Background: an optimization exercise with open tools, aiming at small area, a short achievable clock period and few clock cycles per item. Do not read the settings as production practice.
Where RTL was checked, it was by simulation tests only, not by an equivalence proof against the original.

==> module reg_alu, before the edit <==
module reg_alu (input wire clk, reset, ex, clr, input wire [7:0] sa, sb, wr, input wire [2:0] d,
  input wire [1:0] op, output reg wb_en, output reg [2:0] wb_addr, output reg [15:0] wb_data,
  output reg cout);
  wire [15:0] q [0:7];
  reg c;
  wire [15:0] a, b, res;
  wire co;
  wire [7:0] we, nwe;
  assign we = wr;
  genvar i, j;
  generate
    for (i = 0; i < 8; i = i + 1) begin : g_we
      g_nor2 u (we[i], clr, nwe[i]);
    end
  endgenerate
  generate
    for (j = 0; j < 16; j = j + 1) begin : g_bit0
      wire resn, qn;
      g_inv ud (res[j], resn);
      rf_bit u (clk, we[0], nwe[0], resn, qn);
      g_inv uq (qn, q[0][j]);
    end
    for (i = 1; i < 8; i = i + 1) begin : g_reg
      for (j = 0; j < 16; j = j + 1) begin : g_bit
        rf_bit u (clk, we[i], nwe[i], res[j], q[i][j]);
      end
    end
    for (j = 0; j < 16; j = j + 1) begin : g_rd
      rd_bit ua (sa, {q[7][j], q[6][j], q[5][j], q[4][j], q[3][j], q[2][j], q[1][j], q[0][j]}, a[j]);
      rd_bit ub (sb, {q[7][j], q[6][j], q[5][j], q[4][j], q[3][j], q[2][j], q[1][j], q[0][j]}, b[j]);
    end
  endgenerate
  alu alu_0 (op, a, b, res, co);
  always @(posedge clk) begin
    wb_en <= ex & ~reset;
    wb_addr <= d;
    wb_data <= res;
    c <= co;
    cout <= c;
  end
endmodule
==> module mproc, before the edit <==
module mproc (input wire clk, reset, input wire [15:0] ins, output wire [15:0] addr,
  output wire wb_en, output wire [2:0] wb_addr, output wire [15:0] wb_data, output wire cout);
  wire [7:0] sa, sb, wr;
  wire [2:0] d;
  wire [1:0] op;
  wire ex, clr;
  pc pc_0 (clk, reset, addr);
  ir ir_0 (clk, reset, ins, sa, sb, wr, d, op, ex, clr);
  reg_alu reg_alu_0 (clk, reset, ex, clr, sa, sb, wr, d, op, wb_en, wb_addr, wb_data, cout);
endmodule
==> module ir, before the edit <==
module ir (input wire clk, reset, input wire [15:0] ins, output reg [7:0] sa, sb, wr,
  output reg [2:0] d, output reg [1:0] op, output wire ex, output reg clr);
  reg halted, halt_ir;
  wire [8:0] insn;
  wire [7:0] sa_d, sb_d, wdn, wr_d;
  wire z1, z2, z3, halt_in, nclr, nhalted_nx, okn, halted_d;
  genvar k;
  generate
    for (k = 0; k < 9; k = k + 1) begin : g_insn
      g_inv u (ins[k], insn[k]);
    end
    for (k = 0; k < 8; k = k + 1) begin : g_dec
      g_nor3 ua (k[0] ? insn[0] : ins[0], k[1] ? insn[1] : ins[1], k[2] ? insn[2] : ins[2], sa_d[k]);
      g_nor3 ub (k[0] ? insn[3] : ins[3], k[1] ? insn[4] : ins[4], k[2] ? insn[5] : ins[5], sb_d[k]);
      g_nand3 uw (k[0] ? ins[6] : insn[6], k[1] ? ins[7] : insn[7], k[2] ? ins[8] : insn[8], wdn[k]);
      g_nor2 ue (okn, wdn[k], wr_d[k]);
    end
  endgenerate
  g_nor3 u_z1 (ins[15], ins[14], ins[13], z1);
  g_nor2 u_z3 (ins[12], ins[11], z3);
  g_nand2 u_h (z1, z3, halt_in);
  g_inv u_nclr (clr, nclr);
  g_aoi21 u_hn (nclr, halt_ir, halted, nhalted_nx);
  g_nor2 u_hd (reset, nhalted_nx, halted_d);
  g_nor3 u_z2 (ins[12], ins[11], reset, z2);
  g_nand3 u_ok (z1, z2, nhalted_nx, okn);
  always @(posedge clk) begin
    sa <= sa_d;
    sb <= sb_d;
    wr <= wr_d;
    d <= ins[8:6];
    op <= ins[10:9];
    halt_ir <= halt_in;
    clr <= reset;
    halted <= halted_d;
  end
  assign ex = ~clr & ~halt_ir & ~halted;
endmodule
Settings: LEC_CHECK=0, CAP_MARGIN=20, CORE_MARGIN=2, CORE_UTILIZATION=40, SLEW_MARGIN=20, SYNTH_HIERARCHICAL=1; clock period 11.0 ns.
standard.sh (not shown) runs the stock make flow with config.mk's settings and CLKGATE_MAP_FILE= SYNTH_SCRIPT=/design/flow/synth_recipe.tcl, a recipe that flattens the netlist after the stock synthesis.
==> flow/flow/run.sh <==
#!/bin/bash
# Layout flow: the standard synthesis unchanged, then the standard ORFS
# steps with these changes (settings in flow/params.sh):
#  - repair_timing is asked to leave a setup margin (SETUP_SLACK_MARGIN); the
#    design is still laid out and signed off at the design's clock period,
#    the margin only makes the resizer work harder;
#  - ports are buffered with plain buffers, and delay cells are not used as
#    buffers;
#  - clock tree buffers as set in CTS_ARGS;
#  - after global routing, optionally the worst paths are upsized
#    (flow/upsize.tcl), then cells are downsized where that keeps the setup
#    slack (flow/downsize.tcl).
# Each tool's output goes to its own log in this folder.
set -uo pipefail
source flow/params.sh
export FLOWDIR=$PWD/flow
bash standard.sh synth > synth.log 2>&1 || exit 1
export DONT_USE_CELLS="$EXTRA_DONT_USE"
VARS=(SETUP_SLACK_MARGIN=$MARGIN "BUFFER_PORTS_ARGS=$BUFFER_PORTS_ARGS" "${EXTRA[@]}")
if [[ -n "${DOWNSIZE_MARGIN:-}" ]]; then
  export DOWNSIZE_MARGIN DOWNSIZE_HOLD_MARGIN UPSIZE_TARGET=${UPSIZE_TARGET:-}
  VARS+=("POST_GLOBAL_ROUTE_TCL=$FLOWDIR/downsize_hook.tcl")
fi
bash standard.sh "${VARS[@]}" finish > layout.log 2>&1
Other scripts of this flow, unchanged in this note and not shown: flow/flow/downsize.tcl, flow/flow/downsize_hook.tcl, flow/flow/params.sh, flow/flow/upsize.tcl
==> next run, changes <==
--- a/flow/design.v
+++ b/flow/design.v
@@ -1,7 +1,10 @@
 module rf_bit (input wire clk, we, nwe, d, output reg q);
   always @(posedge clk) q <= (q & nwe) | (d & we);
 endmodule
+module rf_bit_s (input wire clk, we, nwe, s, d, output reg q);
+  always @(posedge clk) q <= (q & nwe) | (d & we) | s;
+endmodule
 module rd_bit (input wire [7:0] s, input wire [7:0] r, output wire o);
   assign o = |(s & r);
 endmodule
 module g_inv (input wire a, output wire y);
@@ -446,29 +449,31 @@
     end
   endgenerate
   always @(posedge clk) cnt <= (cnt ^ c[15:0]) & ~{16{reset}};
 endmodule
-module reg_alu (input wire clk, reset, ex, clr, input wire [7:0] sa, sb, wr, input wire [2:0] d,
+module reg_alu (input wire clk, reset, exn, clr, input wire [7:0] sa, sb, input wire [2:0] d,
   input wire [1:0] op, output reg wb_en, output reg [2:0] wb_addr, output reg [15:0] wb_data,
   output reg cout);
   wire [15:0] q [0:7];
   reg c;
   wire [15:0] a, b, res;
   wire co;
-  wire [7:0] we, nwe;
-  assign we = wr;
+  wire [7:0] we, nwe, wdn;
+  wire [2:0] dn;
   genvar i, j;
   generate
+    for (i = 0; i < 3; i = i + 1) begin : g_dn
+      g_inv u (d[i], dn[i]);
+    end
     for (i = 0; i < 8; i = i + 1) begin : g_we
-      g_nor2 u (we[i], clr, nwe[i]);
+      g_nand3 ud (i[0] ? d[0] : dn[0], i[1] ? d[1] : dn[1], i[2] ? d[2] : dn[2], wdn[i]);
+      g_nor2 ue (exn, wdn[i], we[i]);
+      g_nor2 un (we[i], clr, nwe[i]);
     end
   endgenerate
   generate
     for (j = 0; j < 16; j = j + 1) begin : g_bit0
-      wire resn, qn;
-      g_inv ud (res[j], resn);
-      rf_bit u (clk, we[0], nwe[0], resn, qn);
-      g_inv uq (qn, q[0][j]);
+      rf_bit_s u (clk, we[0], nwe[0], clr, res[j], q[0][j]);
     end
     for (i = 1; i < 8; i = i + 1) begin : g_reg
       for (j = 0; j < 16; j = j + 1) begin : g_bit
         rf_bit u (clk, we[i], nwe[i], res[j], q[i][j]);
@@ -480,41 +485,39 @@
     end
   endgenerate
   alu alu_0 (op, a, b, res, co);
   always @(posedge clk) begin
-    wb_en <= ex & ~reset;
+    wb_en <= ~exn & ~reset;
     wb_addr <= d;
     wb_data <= res;
     c <= co;
     cout <= c;
   end
 endmodule
 module mproc (input wire clk, reset, input wire [15:0] ins, output wire [15:0] addr,
   output wire wb_en, output wire [2:0] wb_addr, output wire [15:0] wb_data, output wire cout);
-  wire [7:0] sa, sb, wr;
+  wire [7:0] sa, sb;
   wire [2:0] d;
   wire [1:0] op;
-  wire ex, clr;
+  wire exn, clr;
   pc pc_0 (clk, reset, addr);
-  ir ir_0 (clk, reset, ins, sa, sb, wr, d, op, ex, clr);
-  reg_alu reg_alu_0 (clk, reset, ex, clr, sa, sb, wr, d, op, wb_en, wb_addr, wb_data, cout);
+  ir ir_0 (clk, reset, ins, sa, sb, d, op, exn, clr);
+  reg_alu reg_alu_0 (clk, reset, exn, clr, sa, sb, d, op, wb_en, wb_addr, wb_data, cout);
 endmodule
-module ir (input wire clk, reset, input wire [15:0] ins, output reg [7:0] sa, sb, wr,
-  output reg [2:0] d, output reg [1:0] op, output wire ex, output reg clr);
+module ir (input wire clk, reset, input wire [15:0] ins, output reg [7:0] sa, sb,
+  output reg [2:0] d, output reg [1:0] op, output reg exn, output reg clr);
   reg halted, halt_ir;
-  wire [8:0] insn;
-  wire [7:0] sa_d, sb_d, wdn, wr_d;
+  wire [5:0] insn;
+  wire [7:0] sa_d, sb_d;
   wire z1, z2, z3, halt_in, nclr, nhalted_nx, okn, halted_d;
   genvar k;
   generate
-    for (k = 0; k < 9; k = k + 1) begin : g_insn
+    for (k = 0; k < 6; k = k + 1) begin : g_insn
       g_inv u (ins[k], insn[k]);
     end
     for (k = 0; k < 8; k = k + 1) begin : g_dec
       g_nor3 ua (k[0] ? insn[0] : ins[0], k[1] ? insn[1] : ins[1], k[2] ? insn[2] : ins[2], sa_d[k]);
       g_nor3 ub (k[0] ? insn[3] : ins[3], k[1] ? insn[4] : ins[4], k[2] ? insn[5] : ins[5], sb_d[k]);
-      g_nand3 uw (k[0] ? ins[6] : insn[6], k[1] ? ins[7] : insn[7], k[2] ? ins[8] : insn[8], wdn[k]);
-      g_nor2 ue (okn, wdn[k], wr_d[k]);
     end
   endgenerate
   g_nor3 u_z1 (ins[15], ins[14], ins[13], z1);
   g_nor2 u_z3 (ins[12], ins[11], z3);
@@ -526,13 +529,12 @@
   g_nand3 u_ok (z1, z2, nhalted_nx, okn);
   always @(posedge clk) begin
     sa <= sa_d;
     sb <= sb_d;
-    wr <= wr_d;
     d <= ins[8:6];
     op <= ins[10:9];
     halt_ir <= halt_in;
+    exn <= okn;
     clr <= reset;
     halted <= halted_d;
   end
-  assign ex = ~clr & ~halt_ir & ~halted;
 endmodule
Outcome: The changed run finished clean. Sequential cell count falls by 7. Area after synthesis went down by a few percent. Fmax goes up by a few percent. Design area fell slightly. Count of clock-buffer cells in the layout grows by 1.
Testbench counts after the change, summed over its fixed seeds: cycles 6,861, instrs 6,733.
The RTL of the first run of this note was laid out without a check of its function.

==> port drivers added, routing unchanged <==
How much do the figures lean on ideal ports? The routed layouts below were timed once more, with nothing changed but the port constraints. Step 1: set_driving_cell puts a clkbuf_16 on clk and a buf_2 on each other input, an assumption about the parent block. Step 2 also shifts input and output timing later by t, the mid clock arrival at the registers, as if the neighbouring blocks saw the same clock. a / b / c = ideal / step 1 / step 2; a / b = the first two.
run | shift t [ns] | setup WS [ns] | worst setup path at the end | worst register clock-pin slew, ns
the first run | 0.428 | 7.842 / 7.800 / 7.900 | input to register | 0.11 / 0.11
the second run | 0.424 | 7.925 / 7.882 / 7.985 | register to register | 0.10 / 0.10
After both steps every run listed still meets setup and hold.
